Context: an optimization exercise on an open-source flow, tuned for small area and a short achievable clock period. The choices shown serve that exercise and are no tape-out recipe.
RTL that was checked went through simulation tests only; none was proved equivalent to the original.
For runs 2 and 3, only the layout was checked, not whether the RTL still works.
Power is estimated from default activity; no workload was simulated.

<file path="run.sh">
#!/bin/bash
# synth_recipe.tcl (not shown) runs the flow's synth.tcl, then flattens the netlist and writes it again
# the make line also repeats each setting of config.mk as NAME=value (left out here)
make -C /OpenROAD-flow-scripts/flow DESIGN_CONFIG=/design/flow/config.mk WORK_HOME=/design/flow/orfs CLKGATE_MAP_FILE= SYNTH_SCRIPT=/design/flow/synth_recipe.tcl finish
</file>
<file path="config.mk">
export PLATFORM = sky130hd
export DESIGN_NAME = processor
export DESIGN_NICKNAME = processor
export VERILOG_FILES = /design/flow/design.v
export SDC_FILE = /design/flow/constraint.sdc
export NUM_CORES = 4
export LEC_CHECK = 0
export CAP_MARGIN = 20
export CORE_MARGIN = 2
export CORE_UTILIZATION = 40
export SLEW_MARGIN = 20
</file>
<file path="constraint.sdc">
create_clock -name core_clock -period 12.0 [get_ports {clk}]
set_input_delay 2.4000 -clock core_clock [delete_from_list [all_inputs] [get_ports {clk}]]
set_output_delay 2.4000 -clock core_clock [all_outputs]
set_load 0.01 [all_outputs]
</file>
<file path="design.v">
module alu32(input [31:0] SrcA, SrcB, input [3:0] ALUControl, output reg [31:0] ALUResult, output zero);
	reg c;
	always @ (*) begin
		c = 0;
		ALUResult = 32'b0;
		case (ALUControl)
			4'b0010: ALUResult = SrcA + SrcB;
			4'b0110: ALUResult = SrcA - SrcB;
			4'b0000: ALUResult = SrcA & SrcB;
			4'b0001: ALUResult = SrcA | SrcB;
			4'b0011: ALUResult = SrcA ^ SrcB;
			4'b0111: ALUResult = (SrcA[31] != SrcB[31]) ? SrcA[31] : (SrcA < SrcB);
			4'b1010: ALUResult = SrcB << SrcA;
			4'b1011: ALUResult = SrcB >> SrcA;
			4'b1100: ALUResult = ($signed(SrcB) >>> (SrcA));
			4'b1000: begin
				ALUResult[7:0] = SrcA[7:0] + SrcB[7:0];
				ALUResult[15:8] = SrcA[15:8] + SrcB[15:8];
				ALUResult[23:16] = SrcA[23:16] + SrcB[23:16];
				ALUResult[31:24] = SrcA[31:24] + SrcB[31:24];
			end
			4'b1001: begin		
				c = 0;
				{c, ALUResult[7:0]} = SrcA[7:0] + SrcB[7:0];
				if(c == 1) ALUResult[7:0] = 8'b11111111;
				c = 0;
				{c, ALUResult[15:8]} = SrcA[15:8] + SrcB[15:8];
				if(c == 1) ALUResult[15:8] = 8'b11111111;
				c = 0;
				{c, ALUResult[23:16]} = SrcA[23:16] + SrcB[23:16];
				if(c == 1) ALUResult[23:16] = 8'b11111111;
				c = 0;
				{c, ALUResult[31:24]} = SrcA[31:24] + SrcB[31:24];
				if(c == 1) ALUResult[31:24] = 8'b11111111;
			end
		endcase
	end
		assign zero = ALUResult ? 0 : 1;
endmodule
module branchEnable(input zero, branch, output PCSrcBeq);
	assign PCSrcBeq = (zero && branch) ? 1 : 0;
endmodule
module controlUnit(input [5:0] Opcode, funct, input [4:0] shamt, 
				   output RegWrite, RegDst, ALUSrc, Branch, MemWrite, MemToReg, PCSrcJal, PCSrcJr, PCSrcJ, output [3:0] ALUControl);
	wire [1:0] tmp;
	mainDecoder mainDec(Opcode, RegWrite, RegDst, ALUSrc, Branch, MemWrite, MemToReg, PCSrcJal, PCSrcJr, PCSrcJ, tmp); 
	ALUOpDecoder aluDec(tmp, funct, shamt, ALUControl);
endmodule
module mainDecoder(input [5:0] Opcode, output reg RegWrite, RegDst, ALUSrc, Branch, MemWrite, MemToReg, PCSrcJal, PCSrcJr, PCSrcJ, output reg [1:0] ALUOp);
	always @ (*) begin
		{RegWrite, RegDst, ALUSrc, ALUOp, Branch, MemWrite, MemToReg, PCSrcJal, PCSrcJr, PCSrcJ} = 11'b0;
		case (Opcode)
			6'b000000: {RegWrite, RegDst, ALUSrc, ALUOp, Branch, MemWrite, MemToReg, PCSrcJal, PCSrcJr, PCSrcJ} = 11'b11010000000;
			6'b100011: {RegWrite, RegDst, ALUSrc, ALUOp, Branch, MemWrite, MemToReg, PCSrcJal, PCSrcJr, PCSrcJ} = 11'b10100001000;
			6'b101011: {RegWrite, RegDst, ALUSrc, ALUOp, Branch, MemWrite, MemToReg, PCSrcJal, PCSrcJr, PCSrcJ} = 11'b00100010000;
			6'b000100: {RegWrite, RegDst, ALUSrc, ALUOp, Branch, MemWrite, MemToReg, PCSrcJal, PCSrcJr, PCSrcJ} = 11'b00001100000;
			6'b001000: {RegWrite, RegDst, ALUSrc, ALUOp, Branch, MemWrite, MemToReg, PCSrcJal, PCSrcJr, PCSrcJ} = 11'b10100000000;
			6'b000011: {RegWrite, RegDst, ALUSrc, ALUOp, Branch, MemWrite, MemToReg, PCSrcJal, PCSrcJr, PCSrcJ} = 11'b10000000100;
			6'b000010: {RegWrite, RegDst, ALUSrc, ALUOp, Branch, MemWrite, MemToReg, PCSrcJal, PCSrcJr, PCSrcJ} = 11'b00000000001;
			6'b000111: {RegWrite, RegDst, ALUSrc, ALUOp, Branch, MemWrite, MemToReg, PCSrcJal, PCSrcJr, PCSrcJ} = 11'b00000000010;
			6'b011111: {RegWrite, RegDst, ALUSrc, ALUOp, Branch, MemWrite, MemToReg, PCSrcJal, PCSrcJr, PCSrcJ} = 11'b11011000000;
		endcase
	end
endmodule
module ALUOpDecoder(input [1:0] ALUOp, input [5:0] funct, input [4:0] shamt, output reg [3:0] ALUControl);
	always @ (*) begin
		ALUControl = 4'b0010;
		case (ALUOp)
			0: ALUControl = 4'b0010;
			1: ALUControl = 4'b0110;
			2: begin
				case (funct)
					6'b100000: ALUControl = 4'b0010;
					6'b100010: ALUControl = 4'b0110;
					6'b100100: ALUControl = 4'b0000;
					6'b100101: ALUControl = 4'b0001;
					6'b101010: ALUControl = 4'b0111;
					6'b000100: ALUControl = 4'b1010;
					6'b000110: if(shamt == 0) ALUControl = 4'b1011;
					6'b000111: if(shamt == 0) ALUControl = 4'b1100;
				endcase
			   end
			3: begin
				if(shamt == 5'b00000 && funct == 6'b010000)
					ALUControl = 4'b1000;
				if(shamt == 5'b00100 && funct == 6'b010000)
					ALUControl = 4'b1001;
			   end
		endcase
	end
endmodule
module expander16_32(input [15:0] a, output [31:0] b);
	assign b = { {16{a[15]}}, a };
endmodule
module multiply4(input [31:0] in, output [31:0] out);
	assign out = in * 4;	
endmodule
module mux_2_1_5 (input [4:0] d0, d1, input select, output reg [4:0] y);
	always@ (*) begin
		if(select) y = d1;
		else y = d0;
	end
endmodule
module mux_2_1 (input [31:0] d0, d1, input select, output reg [31:0] y);
	always@ (*) begin
		if(select) y = d1;
		else y = d0;
	end
endmodule
module programCounter(input [31:0] PC, beqValue, jalValue, jrValue, input reset, clk, beq, jal, jr, j, output reg [31:0] newPC);
	always @ (posedge clk) begin
		if(reset)
			newPC <= 0;
		else if(beq)
			newPC <= beqValue;
		else if(jal || j)
			newPC <= jalValue;
		else if(jr)
			newPC <= jrValue;
		else 
			newPC <= PC + 4;
	end
endmodule
module regFile(input [4:0] A1, A2, A3, input CLK, WE3, input [31:0] WD3, output reg [31:0] RD1, RD2);
	reg [31:0] rf[31:0];
	always @ (*) begin
		RD1 = (A1 == 5'd0) ? 32'b0 : rf[A1];
		RD2 = (A2 == 5'd0) ? 32'b0 : rf[A2];
	end
	always @ (posedge CLK) begin
		if(WE3) begin
			if(A3 != 0)
				rf[A3] <= WD3;
		end
	end
endmodule
module processor( input         clk, reset,
                  output [31:0] PC,
                  input  [31:0] instruction,
                  output        WE,
                  output [31:0] address_to_mem,
                  output [31:0] data_to_mem,
                  input  [31:0] data_from_mem
                );
    wire RegWrite, RegDst, ALUSrc, Branch, MemWrite, MemToReg, PCSrcJal, PCSrcJr, PCSrcJ, zero, BranchEQ;
	wire [3:0] ALUControl;
	wire [4:0] A3, writeReg, wire31;
	wire [31:0] AluOut, expandedInst, expInstMult4, RD1, RD2, PCBranch, SrcB, Result, WD3, nextPC;
	controlUnit controlUnit(instruction[31:26], instruction[5:0], instruction[10:6], RegWrite, RegDst, ALUSrc, Branch, MemWrite, MemToReg, PCSrcJal, PCSrcJr, PCSrcJ, ALUControl);
	programCounter pCounter(PC, PCBranch, {PC[31:28], instruction[25:0], 2'b00},	RD1, reset, clk, BranchEQ, PCSrcJal, PCSrcJr, PCSrcJ, PC);
	regFile regFile(instruction[25:21], instruction[20:16], A3, clk, RegWrite, WD3, RD1, RD2);
	expander16_32 expander16_32(instruction[15:0], expandedInst);
	mux_2_1_5 regDest(instruction[20:16], instruction[15:11], RegDst, writeReg);
	mux_2_1 aluSrc(RD2, expandedInst, ALUSrc, SrcB);
	mux_2_1 memToReg(AluOut, data_from_mem, MemToReg, Result);
	alu32 alu32(RD1, SrcB, ALUControl, AluOut, zero);
	assign data_to_mem = RD2;
	assign address_to_mem = AluOut;
	assign WE = MemWrite;
	assign PCBranch = PC + 4 + expInstMult4;
	assign wire31 = 31;
	assign nextPC = PC + 4;
	branchEnable branchEnable(zero, Branch, BranchEQ);
	multiply4 mult4(expandedInst, expInstMult4);
	mux_2_1_5 a3Mux(writeReg, wire31, PCSrcJal, A3);
	mux_2_1 wd3Mux(Result, nextPC, PCSrcJal, WD3);
endmodule
</file>
==> results of run 1 <==
[how the worst max path moves through the flow]
stage	startpoint	end	slack (ps)	cells past startpoint
3_5_place_dp	instruction[29]	address_to_mem[29]	60	23
5_1_grt	instruction[16]	address_to_mem[28]	10	27
6_report	instruction[19]	address_to_mem[30]	300	24
4_1_cts	instruction[29]	address_to_mem[29]	30	23
2_1_floorplan	instruction[21]	address_to_mem[30]	1430	25
3_3_place_gp	instruction[29]	address_to_mem[29]	80	23
[per-layer routing]
layer  global-route usage  wire (um)
met5                    0         89
met4               0.2534      24760
met1               0.4510     107200
met2               0.5632     133900
met3              0.08272      32320
[where the power goes]
part / internal (W) / switching [W] / total [W]
clock network: 0.00203 / 0.00155 / 0.00358
registers: 0.00462 / 0.0000217 / 0.00464
logic: 0.00109 / 0.00244 / 0.00352
total: 0.00774 / 0.00401 / 0.0117
[worst max-delay path: cells and delay by family]
kind,cells,cell delay [ps]
and+or+nand+nor,4,1320
adders and majority gates,2,650
buffers and inverters,5,1410
AOI/OAI and AO/OA,12,3320
xor gates and xnor gates,1,150
[registers in the layout (all words and copies together), names as in the netlist]
| register | cells |
|---|---|
| regFile.rf | 1024 |
| pCounter.newPC | 32 |
[kinds of logic after synthesis]
kind of cell | count (synthesis) | synth area share
flip-flops | 1056 | 0.4999
multiplexers | 751 | 0.1916
buffers and inverters | 500 | 0.04130
other | 1 | 0.00005971
adder cells (fa/ha/maj) | 134 | 0.02742
AO/OA/AOI/OAI | 1213 | 0.1391
AND/OR/NAND/NOR | 1118 | 0.08761
XOR/XNOR | 94 | 0.01311
[metrics by stage]
step	power, W	std cells	setup WS, ps	cell area [um2]	hold WS, ps
2_1_floorplan	0.006407	4898	1433	62920	556.7
3_3_place_gp	0.008118	7157	79.83	68870	604.2
6_report	0.01175	7372	298.7	72760	615.4
4_1_cts	0.01164	7364	31.87	72660	618.4
5_1_grt	0.01202	7369	11.99	72750	633.6
3_5_place_dp	0.008112	7159	60.45	68940	603.9
[cell type report]
| cell class | instances | area share |
|---|---|---|
| Antenna cell | 4 | 0.0001376 |
| Clock buffer | 129 | 0.03910 |
| Clock inverter | 76 | 0.01214 |
| Inverter | 130 | 0.006706 |
| Multi-Input combinational cell | 3342 | 0.4057 |
| Sequential cell | 1056 | 0.4314 |
| Tap cell | 2058 | 0.03539 |
| Timing Repair Buffer | 577 | 0.06940 |
[repair_timing]
| action | 4_1_cts | 5_1_grt |
|---|---|---|
| setup endpoints to repair | 0 | 4 |
| setup buffers | 0 | 3 |
| gates resized for setup | 0 | 7 |
[layout by cell type, fill, tap and decap left out, types with 35 or more instances in the layout]
cell,instances
clkdlybuf4s50_1,151
and3_1,54
ha_1,128
o21ai_0,177
o211ai_1,54
inv_1,122
nor2_1,238
nand2_1,295
a22o_1,41
xnor2_1,59
nand2b_1,43
edfxtp_1,1024
a31oi_1,50
buf_4,392
a211oi_1,51
o221ai_1,49
mux2i_1,306
a21oi_1,161
clkbuf_16,111
xor2_1,35
a22oi_1,222
nor3_1,83
mux2_2,84
nand3_1,116
a221oi_1,53
mux4_2,349
==> results.yml, run 1 <==
status:
  outcome: "finished clean"
synthesis:
  syn_inst: 4867
  synth.distinct_cells: 114
  synth_area_um2: 62800
  synth_ff_type: "edfxtp_1"
  yosysTopAreaCell: "edfxtp_1"
  synth_top_cells_by_area: "edfxtp_1, mux4_2, mux2i_1"
  synth.most_common_cell: "edfxtp_1"
  synthTopCellsByCount: "edfxtp_1, mux4_2, mux2i_1"
  synth-seq-area-share: 0.4999
  avgSynthCellArea_um2: 12.90
  synth_edf_count: 1024
  synth.top_cell.area_share: 0.4896
  synth_warnings: 7
  synthArstFlopShare: 0
  synth-seq-cells: 1056
cts:
  clkLatencyLatePin_ps: 770
  cts_num_sinks: 1056
  cts_htree_levels: 3
  cts-root-buf: "clkbuf_16"
  cts_tree: "yes"
  cts_made_buffers: 111
  cts_hold_buf: 0
  clk_pin_slew_ps: 60
  clock_path_buffers: 3
route:
  detail-route-antenna-nets: 0
  drc_errors: 0
  route.vias.total: 50690
  first_iter_violations: 7456
  vias_per_cell: 6.876
  drtPass1Iterations: 6
  wl_per_cell_um: 40.46
  wirelength_mm: 298.2
run:
  drv_cap: 0
critical_path:
  path_max_fanout: 17
  rrSetupSlack_ps: 4030
  r2r-end: "pCounter.newPC[22]"
  r2r_start: "regFile.rf[15][2]"
  endpoint_kind: "output pin"
  startpoint_type: "input port"
  r2r_cells: 29
  cp_slowest_cell: "or3_2"
  crit_type: "in2out"
  crit_arrival_ps: 9300
  cp_cell_sequence: "buf_2 -> or3_2 -> o221ai_1 -> a211oi_1 -> o31a_1 -> inv_1 -> ha_1 -> inv_1 -> fa_1 -> nand2b_1 -> a221oi_2 -> o311ai_0 -> buf_4 -> a32oi_1 -> o211ai_1 -> a2111oi_1 -> nor3_1 -> nor4_1 -> o31a_1 -> o41ai_2 -> o31ai_1 -> xor2_1 -> o221ai_1 -> clkdlybuf4s50_1"
  max_stage_delay_ps: 750
  cp_data_required_time_ps: 9600
hold_path:
  holdPathEnd: "pCounter.newPC[31]"
  hold_depth: 2
  hp-start: "pCounter.newPC[31]"
  hold_path.class: "reg2reg"
sta:
  tns_ps: 0
  period_needed_ps: 11700
  setup_viol: 0
  drv_slew: 0
  skew_ps: 79.00
  worst_pin_slew_ps: 1247
  max_freq_ghz: 0.08546
  finalHoldViolations: 0
  fin_crit_sh: 0.9751
  rsz0062_at_grt: "false"
  max_slew_margin: 0.1686
global_route:
  grt_max_degree: 83
  grt_overflow: 0
  gr-usage-all-layers: 0.3633
  antenna_found_initial: 11
  grt_pass1_wl_mm: 404.9
  grt_pass1_vias: 48750
floorplan:
  rows: 145
  initial_core_util: 0.4025
  die_area_um2: 160200
  die_w_um: 400.2
  design.core.area_um2: 156000
  pin_count: 163
  die_h_um: 400.2
finish:
  seq_area_um2: 31390
  multi_input_area_um2: 29520
  nNetsFinal: 5418
  utilization: 0.4663
  num-fill-cells: 13920
  syn_to_final_growth_pct: 15.86
  drive_gt1_frac: 0.2298
place:
  gp_congestion: 1.054
  port_buffers: 162
  dp_hpwl_mm: 208.7
power_and_ir_drop:
  leakage_nw: 25.27
  pwr_density_cell_nw_per_um2: 161.4
  ir_worst_vdd_v: 0.0001254
==> run 2: changes to the inputs <==
==> design.v (replaced) <==
module processor( input         clk, reset,
                  output [31:0] PC,
                  input  [31:0] instruction,
                  output        WE,
                  output [31:0] address_to_mem,
                  output [31:0] data_to_mem,
                  input  [31:0] data_from_mem
                );
    wire [5:0]  op  = instruction[31:26];
    wire [5:0]  fn  = instruction[5:0];
    wire [4:0]  rs  = instruction[25:21];
    wire [4:0]  rt  = instruction[20:16];
    wire [4:0]  rd  = instruction[15:11];
    wire [15:0] imm = instruction[15:0];
    wire [31:0] simm = {{16{imm[15]}}, imm};
    wire is_r    = (op == 6'b000000);
    wire is_sp3  = (op == 6'b011111);
    wire is_addi = (op == 6'b001000);
    wire is_lw   = (op == 6'b100011);
    wire is_sw   = (op == 6'b101011);
    wire is_beq  = (op == 6'b000100);
    wire is_j    = (op == 6'b000010);
    wire is_jal  = (op == 6'b000011);
    wire is_jr   = (op == 6'b000111);
    reg  [31:0] rf [1:31];
    reg  [31:0] A, B;
    integer r;
    always @(*) begin
        A = 32'd0; B = 32'd0;
        for (r = 1; r < 32; r = r + 1) begin
            A = A | ({32{rs == r}} & rf[r]);
            B = B | ({32{rt == r}} & rf[r]);
        end
    end
    reg [31:0] pc_q;
    assign PC = pc_q;
    wire [31:0] sum_imm = A + simm;
    assign address_to_mem = sum_imm;
    assign data_to_mem    = B;
    assign WE             = is_sw;
    wire        sub = fn[1];
    wire [31:0] addsub = sub ? (A - B) : (A + B);
    wire        slt = (A[31] != B[31]) ? A[31] : (A < B);
    wire        big = |A[31:5];
    wire [31:0] sll = big ? 32'd0 : (B << A[4:0]);
    wire [31:0] srl = big ? 32'd0 : (B >> A[4:0]);
    wire [31:0] sra5 = $signed(B) >>> A[4:0];
    wire [31:0] sra = big ? {32{B[31]}} : sra5;
    reg  [31:0] qb;
    reg  [8:0]  t;
    integer k;
    always @(*) begin
        for (k = 0; k < 4; k = k + 1) begin
            t = A[8*k +: 8] + B[8*k +: 8];
            qb[8*k +: 8] = (instruction[8] & t[8]) ? 8'hff : t[7:0];
        end
    end
    reg [31:0] rres;
    always @(*) begin
        if (fn[5]) begin
            if (fn[3])      rres = {31'd0, slt};
            else if (fn[2]) rres = fn[0] ? (A | B) : (A & B);
            else            rres = addsub;
        end else begin
            if (!fn[1])     rres = sll;
            else if (fn[0]) rres = sra;
            else            rres = srl;
        end
    end
    reg [31:0] wd;
    reg [4:0]  wa;
    reg        wen;
    wire [31:0] pc4 = pc_q + 32'd4;
    always @(*) begin
        wen = 1'b0; wa = rt; wd = rres;
        if (is_r)    begin wen = 1'b1; wa = rd; wd = rres; end
        if (is_sp3)  begin wen = 1'b1; wa = rd; wd = qb; end
        if (is_addi) begin wen = 1'b1; wa = rt; wd = sum_imm; end
        if (is_lw)   begin wen = 1'b1; wa = rt; wd = data_from_mem; end
        if (is_jal)  begin wen = 1'b1; wa = 5'd31; wd = pc4; end
    end
    always @(posedge clk)
        if (wen && wa != 5'd0) rf[wa] <= wd;
    wire [31:0] pcbr = pc4 + {simm[29:0], 2'b00};
    always @(posedge clk) begin
        if (reset)                     pc_q <= 32'd0;
        else if (is_beq && A == B)     pc_q <= pcbr;
        else if (is_j || is_jal)       pc_q <= {pc_q[31:28], instruction[25:0], 2'b00};
        else if (is_jr)                pc_q <= A;
        else                           pc_q <= pc4;
    end
endmodule
==> results.yml, run 2 <==
status:
  outcome: "failed layout checks"
  so_faults: "negative setup slack"
sta:
  period_needed_ps: 12020
  max_slew_margin: 0.1203
  worst_pin_slew_ps: 1307
  holdWs_ps: 598.1
  setup_viol: 1
  fin_crit_sh: 1.001
  setup_slack_ps: -16.55
  rsz0062_at_grt: "false"
  tns_ps: -16.55
  drv_slew: 0
  finalHoldViolations: 0
  skew_ps: 47.49
  max_freq_ghz: 0.08322
critical_path:
  crit_arrival_ps: 9620
  r2r_start: "rf[27][1]"
  cp_data_required_time_ps: 9600
  path_max_fanout: 12
  crit_type: "in2out"
  startpoint_type: "input port"
  endpoint_kind: "output pin"
  r2r_cells: 21
  endpoint: "address_to_mem[31]"
  rrSetupSlack_ps: 4350
  r2r-end: "rf[8][19]"
  startpoint: "instruction[25]"
synthesis:
  yosysTopAreaCell: "edfxtp_1"
  synth.most_common_cell: "edfxtp_1"
  synth.distinct_cells: 94
  synth_warnings: 1
  syn_inst: 5303
  synthArstFlopShare: 0
  avgSynthCellArea_um2: 10.97
  synth-seq-area-share: 0.5229
  synth_top_cells_by_area: "edfxtp_1, a22oi_1, and3_1"
  synthTopCellsByCount: "edfxtp_1, a22oi_1, and3_1"
  synth-seq-cells: 1024
  synth_area_um2: 58190
  synth_ff_type: "edfxtp_1"
  synth.top_cell.area_share: 0.5119
  synth_edf_count: 992
cts:
  cts_num_sinks: 1024
  cts-root-buf: "clkbuf_16"
  clock_path_buffers: 3
  clk_pin_slew_ps: 60
  cts_resized: 3
  cts_htree_levels: 3
  cts_setup_buffers: 0
  cts_tree: "yes"
  clkLatencyLatePin_ps: 780
  cts_hold_buf: 0
  cts_made_buffers: 108
global_route:
  grt_overflow: 0
  gr-usage-all-layers: 0.4716
  grt_max_degree: 57
  antenna_found_initial: 39
  grt_pass1_vias: 53550
  grt_pass1_wl_mm: 474.1
route:
  detail-route-antenna-nets: 0
  wl_per_cell_um: 48.06
  wirelength_mm: 361.7
  drtPass1Iterations: 10
  vias_per_cell: 7.773
  drc_errors: 0
  route.vias.total: 58510
  first_iter_violations: 13420
finish:
  final_common_cell: "edfxtp_1"
  syn_to_final_growth_pct: 16.30
  largest_reg_flops: 992
  nNetsFinal: 5725
  fin_cells: 7527
  utilization: 0.4700
  reg_top3: "rf x992, pc_q x32"
  drive_gt1_frac: 0.1304
  largest_register: "rf"
  final_cell_mix: "edfxtp_1, a22oi_1, and3_1"
  design_area_um2: 67680
floorplan:
  die_w_um: 385.4
  rows: 139
  die_h_um: 385.4
  design.core.area_um2: 144000
  die_area_um2: 148600
  initial_core_util: 0.4041
  pin_count: 163
power_and_ir_drop:
  leakage_nw: 25.09
  pwr_density_cell_nw_per_um2: 151.2
  ir_worst_vdd_v: 0.0001140
hold_path:
  hold_path.class: "reg2reg"
run:
  drv_cap: 0
place:
  gp_congestion: 1.063
  dpl_cell_area_um2: 63970
  port_buffers: 162
  dp_hpwl_mm: 237.1
  dp.cells: 7287
run 2: changes by cell type in the layout (fill, tap and decap cells not counted), sizes merged, moves of 36 or more:
cell / previous run / this run
a2111oi: 13 / 144
a211oi: 70 / 30
a22oi: 223 / 601
and3: 54 / 466
buf: 425 / 348
mux2: 93 / 19
mux2i: 309 / 169
mux4: 349 / 0
nand3: 118 / 154
nand4: 35 / 126
o221ai: 49 / 12
or4: 10 / 55
xnor2: 59 / 99
run 2: kinds of logic after synthesis:
| logic type | after synthesis | synth area share |
|---|---|---|
| AND/OR/NAND/NOR | 1692 | 0.1571 |
| multiplexers | 188 | 0.03274 |
| AO/OA/AOI/OAI | 1559 | 0.1942 |
| adder cells (fa/ha/maj) | 164 | 0.03603 |
| flip-flops | 1024 | 0.5229 |
| buffers and inverters | 542 | 0.03689 |
| XOR/XNOR | 134 | 0.02017 |
run 2: worst max-delay path, cell delays in order:
cell	delay, ps
clkdlybuf4s50_1	700
buf_4	280
nand2b_1	400
nor2_2	950
buf_4	430
a22oi_1	100
and3_1	200
and4_2	340
inv_2	100
ha_1	230
o21ai_0	130
o21a_1	240
o31ai_4	450
buf_4	220
a31oi_1	110
a31oi_1	240
nand2_1	140
o21ai_1	260
a41oi_1	190
o31ai_1	370
a221o_1	210
a21o_1	130
xnor2_1	150
clkdlybuf4s50_1	580
run 2: where the power goes:
group	internal (W)	switching (W)	total, W
sequential	0.00405	0.0000102	0.00406
clock	0.00191	0.00155	0.00346
combinational	0.000824	0.00189	0.00271
total	0.00678	0.00345	0.0102
run 2: cell type report:
cell class	count	area, um2
Antenna cell	35	87.58
Sequential cell	1024	30430
Fill cell	13160	76320
Clock inverter	77	772.0
Clock buffer	127	2795
Multi-Input combinational cell	3737	26630
Inverter	125	469.2
Tap cell	1903	2381
Timing Repair Buffer	499	4120
run 2: stage by stage:
stage	power, W	setup WS (ps)
global route	0.01040	6.187
floorplan	0.005484	1887
finish	0.01023	-16.55
detailed placement	0.006677	-531.1
global placement	0.006696	-533.9
CTS	0.01006	10.87
run 2: worst min-delay path by stage:
stage                         from       end  depth (start not counted)
after floorplan            pc_q[1]   pc_q[1]                          2
after global placement    pc_q[29]  pc_q[29]                          3
after detailed placement  pc_q[29]  pc_q[29]                          3
after CTS                 pc_q[29]  pc_q[29]                          3
after global routing      pc_q[29]  pc_q[29]                          3
final                     pc_q[29]  pc_q[29]                          3
run 2: routing by layer:
metal | vias up | wire, um | track usage
met5 | - | 172 | 0.002599
met4 | 20 | 37190 | 0.3688
met3 | 2086 | 58410 | 0.2190
met2 | 6499 | 144000 | 0.6567
met1 | 28330 | 122000 | 0.5589
li1 | 21580 | - | -
==> run 3: changes to the inputs <==
--- a/design.v
+++ b/design.v
@@ -38,34 +38,40 @@
     assign address_to_mem = sum_imm;
     assign data_to_mem    = B;
     assign WE             = is_sw;
+    wire        qbm = op[4];
     wire        sub = fn[1];
-    wire [31:0] addsub = sub ? (A - B) : (A + B);
-    wire        slt = (A[31] != B[31]) ? A[31] : (A < B);
-    wire        big = |A[31:5];
-    wire [31:0] sll = big ? 32'd0 : (B << A[4:0]);
-    wire [31:0] srl = big ? 32'd0 : (B >> A[4:0]);
-    wire [31:0] sra5 = $signed(B) >>> A[4:0];
-    wire [31:0] sra = big ? {32{B[31]}} : sra5;
-    reg  [31:0] qb;
-    reg  [8:0]  t;
+    wire [31:0] Bx  = sub ? ~B : B;
+    wire        p   = ~qbm;
+    wire [34:0] ax  = {A[31:24], p, A[23:16], p, A[15:8], p, A[7:0]};
+    wire [34:0] bx  = {Bx[31:24], 1'b0, Bx[23:16], 1'b0, Bx[15:8], 1'b0, Bx[7:0]};
+    wire [35:0] S   = ax + bx + {34'd0, sub};
+    wire [3:0]  co  = {S[35], S[26], S[17], S[8]};
+    wire [31:0] sum = {S[34:27], S[25:18], S[16:9], S[7:0]};
+    wire        sat = instruction[8];
+    wire [31:0] addres = sum | {{8{sat & co[3]}}, {8{sat & co[2]}}, {8{sat & co[1]}}, {8{sat & co[0]}}};
+    wire        slt = (A[31] != B[31]) ? A[31] : sum[31];
+    wire        left = ~fn[1];
+    wire        fill = fn[0] & B[31];
+    wire        big  = |A[31:5];
+    reg  [31:0] Brev, shr_rev;
     integer k;
+    wire [63:0] shin = {{32{fill}}, left ? Brev : B};
+    wire [63:0] shw  = shin >> A[4:0];
+    wire [31:0] shr  = big ? {32{fill}} : shw[31:0];
     always @(*) begin
-        for (k = 0; k < 4; k = k + 1) begin
-            t = A[8*k +: 8] + B[8*k +: 8];
-            qb[8*k +: 8] = (instruction[8] & t[8]) ? 8'hff : t[7:0];
+        for (k = 0; k < 32; k = k + 1) begin
+            Brev[k] = B[31-k];
+            shr_rev[k] = shr[31-k];
         end
     end
+    wire [31:0] shres = left ? shr_rev : shr;
     reg [31:0] rres;
     always @(*) begin
-        if (fn[5]) begin
+        if (qbm | (fn[5] & ~fn[3] & ~fn[2])) rres = addres;
+        else if (fn[5]) begin
             if (fn[3])      rres = {31'd0, slt};
-            else if (fn[2]) rres = fn[0] ? (A | B) : (A & B);
-            else            rres = addsub;
-        end else begin
-            if (!fn[1])     rres = sll;
-            else if (fn[0]) rres = sra;
-            else            rres = srl;
-        end
+            else            rres = fn[0] ? (A | B) : (A & B);
+        end else            rres = shres;
     end
     reg [31:0] wd;
     reg [4:0]  wa;
@@ -74,7 +80,7 @@
     always @(*) begin
         wen = 1'b0; wa = rt; wd = rres;
         if (is_r)    begin wen = 1'b1; wa = rd; wd = rres; end
-        if (is_sp3)  begin wen = 1'b1; wa = rd; wd = qb; end
+        if (is_sp3)  begin wen = 1'b1; wa = rd; wd = rres; end
         if (is_addi) begin wen = 1'b1; wa = rt; wd = sum_imm; end
         if (is_lw)   begin wen = 1'b1; wa = rt; wd = data_from_mem; end
         if (is_jal)  begin wen = 1'b1; wa = 5'd31; wd = pc4; end
--- a/config.mk
+++ b/config.mk
@@ -7,5 +7,6 @@
 export LEC_CHECK = 0
 export CAP_MARGIN = 20
 export CORE_MARGIN = 2
-export CORE_UTILIZATION = 40
+export CORE_UTILIZATION = 50
+export SETUP_SLACK_MARGIN = 3
 export SLEW_MARGIN = 20
==> results.yml, run 3 <==
critical_path:
  r2r-end: "rf[15][10]"
  path_max_fanout: 8
  crit_arrival_ps: 7410
  cp_data_required_time_ps: 9600
  cp_cell_sequence: "buf_8 -> buf_16 -> and3b_2 -> buf_12 -> nand3_2 -> nand4_1 -> or4_1 -> or2_4 -> ha_4 -> a211o_1 -> a2111oi_4 -> nor3_4 -> o31ai_4 -> a311oi_2 -> o31ai_2 -> o21a_1 -> nor2_2 -> o41ai_4 -> o21bai_1 -> a21oi_2 -> xnor2_2 -> buf_2"
  critPathTopFamily: "compound AO/OA/AOI/OAI gates"
  rrSetupSlack_ps: 5620
  r2r_start: "rf[10][20]"
  critPathBufInv: 4
  max_stage_delay_ps: 500
  cp_slowest_cell: "or4_1"
  crit_type: "in2out"
  startpoint_type: "input port"
  r2r_cells: 15
  endpoint_kind: "output pin"
floorplan:
  die_h_um: 338.0
  die_area_um2: 114200
  pin_count: 163
  rows: 122
  initial_core_util: 0.5039
  design.core.area_um2: 110700
  die_w_um: 338.0
synthesis:
  synthArstFlopShare: 0
  synth.top_cell.area_share: 0.5342
  yosysTopAreaCell: "edfxtp_1"
  synthTopCellsByCount: "edfxtp_1, a22oi_1, and3_1"
  synth_ff_type: "edfxtp_1"
  synth_warnings: 1
  synth-seq-cells: 1024
  synth-seq-area-share: 0.5457
  synth_area_um2: 55760
  avgSynthCellArea_um2: 11.70
  synth_edf_count: 992
  syn_inst: 4768
  synth.most_common_cell: "edfxtp_1"
  synth_top_cells_by_area: "edfxtp_1, a22oi_1, and3_1"
  synth.distinct_cells: 95
route:
  wl_per_cell_um: 48.53
  detail-route-antenna-nets: 0
  drc_errors: 0
  drtPass1Iterations: 14
  vias_per_cell: 8.255
  first_iter_violations: 13400
  wirelength_mm: 332.0
  route.vias.total: 56470
finish:
  design_area_um2: 68350
  multi_input_area_um2: 25370
  reg_top3: "rf x992, pc_q x32"
  final_common_cell: "edfxtp_1"
  largest_reg_flops: 992
  seq_area_um2: 30430
  drive_gt1_frac: 0.2089
  final_cell_mix: "edfxtp_1, a22oi_1, buf_4"
  largest_register: "rf"
  syn_to_final_growth_pct: 22.56
  nNetsFinal: 5462
  num-fill-cells: 8832
global_route:
  grt_pass1_wl_mm: 434.6
  grt_max_degree: 43
  grt_overflow: 0
  gr-usage-all-layers: 0.5665
  grt_pass1_vias: 51270
  antenna_found_initial: 30
cts:
  clock_path_buffers: 3
  cts_made_buffers: 106
  cts_htree_levels: 3
  clkLatencyLatePin_ps: 760
  cts_tree: "yes"
  cts-root-buf: "clkbuf_16"
  cts_num_sinks: 1024
  cts_hold_buf: 0
  clk_pin_slew_ps: 60
place:
  gp_congestion: 1.074
  pre_cts_ws_ps: 80.91
  dp_hpwl_mm: 209.2
  port_buffers: 162
  dpl_cell_area_um2: 61490
sta:
  max_freq_ghz: 0.1019
  worst_pin_slew_ps: 1726
  period_needed_ps: 9812
  setup_viol: 0
  rsz0062_at_grt: "true"
  max_slew_margin: -0.1547
  tns_ps: 0
  skew_ps: 78.55
  fin_crit_sh: 0.8176
  setup_slack_ps: 2188
  drv_slew: 5
  finalHoldViolations: 0
power_and_ir_drop:
  pwr_density_cell_nw_per_um2: 152.6
  p_int_w: 0.007031
  p_clk_frac: 0.327
  total_power_w: 0.01043
  p_switching_w: 0.003400
  switching_share: 0.3259
  ir_worst_vdd_v: 0.0001445
  p_comb_frac: 0.264
  leakage_nw: 25.21
  p_seq_frac: 0.409
run:
  drv_cap: 1
hold_path:
  hold_depth: 2
  hold_path.class: "reg2reg"
  holdPathEnd: "pc_q[29]"
  hp-start: "pc_q[29]"
status:
  so_faults: "max-capacitance violations, max-slew violations"
  outcome: "failed layout checks"
-- run 3: cell types whose count changed after synthesis, moves of 20 or more --
cell       change
nand2_1      -112
clkbuf_1     -102
o21ai_0       -76
nor2_1        -72
and3_1        -66
nand3_1       +58
a21oi_1       -57
buf_2         +57
mux2i_1       -43
a222oi_1      +29
a2111oi_0     -27
mux4_2        +26
a31oi_1       -22
o211ai_1      -20
-- run 3: power groups by stage --
stage	Combinational (W)	Clock [W]	Sequential, W
4_1_cts	0.00254	0.00337	0.00427
2_1_floorplan	0.00127	0	0.00435
6_report	0.00275	0.00341	0.00427
5_1_grt	0.00280	0.00350	0.00427
3_5_place_dp	0.00240	0	0.00435
3_3_place_gp	0.00240	0	0.00435
-- run 3: stage by stage --
stage	util	hold WS [ps]	std cells
floorplan	-	538.0	4768
global placement	0.5554	530.6	6398
detailed placement	0.5556	541.1	6399
CTS	0.6121	550.6	6782
global route	0.6170	605.5	6814
finish	0.6176	554.6	6841
-- run 3: worst min-delay path: stages, from the launching register on --
cell and delay [ps]:
dfxtp_1 360, inv_1 70, a221oi_1 70
-- run 3: repair_timing --
action / CTS / global route
gates cloned: 11 / 1
setup buffers: 177 / 29
setup endpoints to repair: 802 / 370
pin swaps: 113 / 52
resized for setup: 311 / 76
-- run 3: per-layer routing --
layer / global-route usage / wire [um] / vias to the layer above
li1: - / - / 20260
met1: 0.6394 / 102200 / 26650
met2: 0.7585 / 126400 / 6961
met3: 0.3029 / 60410 / 2583
met4: 0.5247 / 42440 / 24
met5: 0.02596 / 510 / -
-- run 3: worst max path at each step --
stage / startpoint / end / slack (ps) / depth (start not counted)
floorplan: instruction[22] / address_to_mem[31] / 2670 / 24
global placement: instruction[23] / address_to_mem[31] / 140 / 23
detailed placement: instruction[23] / address_to_mem[31] / 80 / 23
CTS: instruction[25] / address_to_mem[31] / 2390 / 25
global route: instruction[21] / address_to_mem[28] / 2020 / 23
finish: instruction[22] / address_to_mem[31] / 2190 / 22
-- run 3: area by class of cell --
cell class,instances,share of cell area
antenna,29,0.001062
timing repair buffer,720,0.09714
clock inverter,74,0.01162
clock buffer,121,0.03995
inverter,119,0.006535
multi-input combinational,3266,0.3712
sequential,1024,0.4452
tap,1488,0.02724
-- run 3: cells by family after synthesis --
kind of cell,Yosys count,share of synthesized area
compound gates,1314,0.1757
xor+xnor,143,0.02246
fa+ha+maj,159,0.03608
buf+inv,481,0.03615
flops,1024,0.5457
mux,160,0.03473
simple gates,1487,0.1493

## separate check: timing with driven ports
In the flow no input, the clock included, has a driving cell. The finished layouts below were timed again as built, in two steps. Step 1, drivers: a clkbuf_16 drives clk and a buf_2 each remaining input, both assumed. Step 2 also shifts input and output timing later by t, the mid clock arrival at the registers, as if the neighbouring blocks saw the same clock. Three values: ideal, step 1, step 2; two values: the first two.
run | t (ns) | slack for setup (ns) | worst setup path at the end | slew at the worst register clock pin (ns) | worst slew at a driven data input, ns
run 1 | 0.808 | 0.299 / 0.174 / 0.174 | input to output | 0.09 / 0.09 | 0.18
run 2 | 0.836 | -0.017 / -0.079 / -0.079 | input to output | 0.09 / 0.09 | 0.11
run 3 | 0.799 | 2.188 / 2.124 / 2.124 | input to output | 0.07 / 0.07 | 0.10
The setup slack of run 1, which loses most, moves by -0.125 ns with the drivers and by -0.125 ns with both steps.
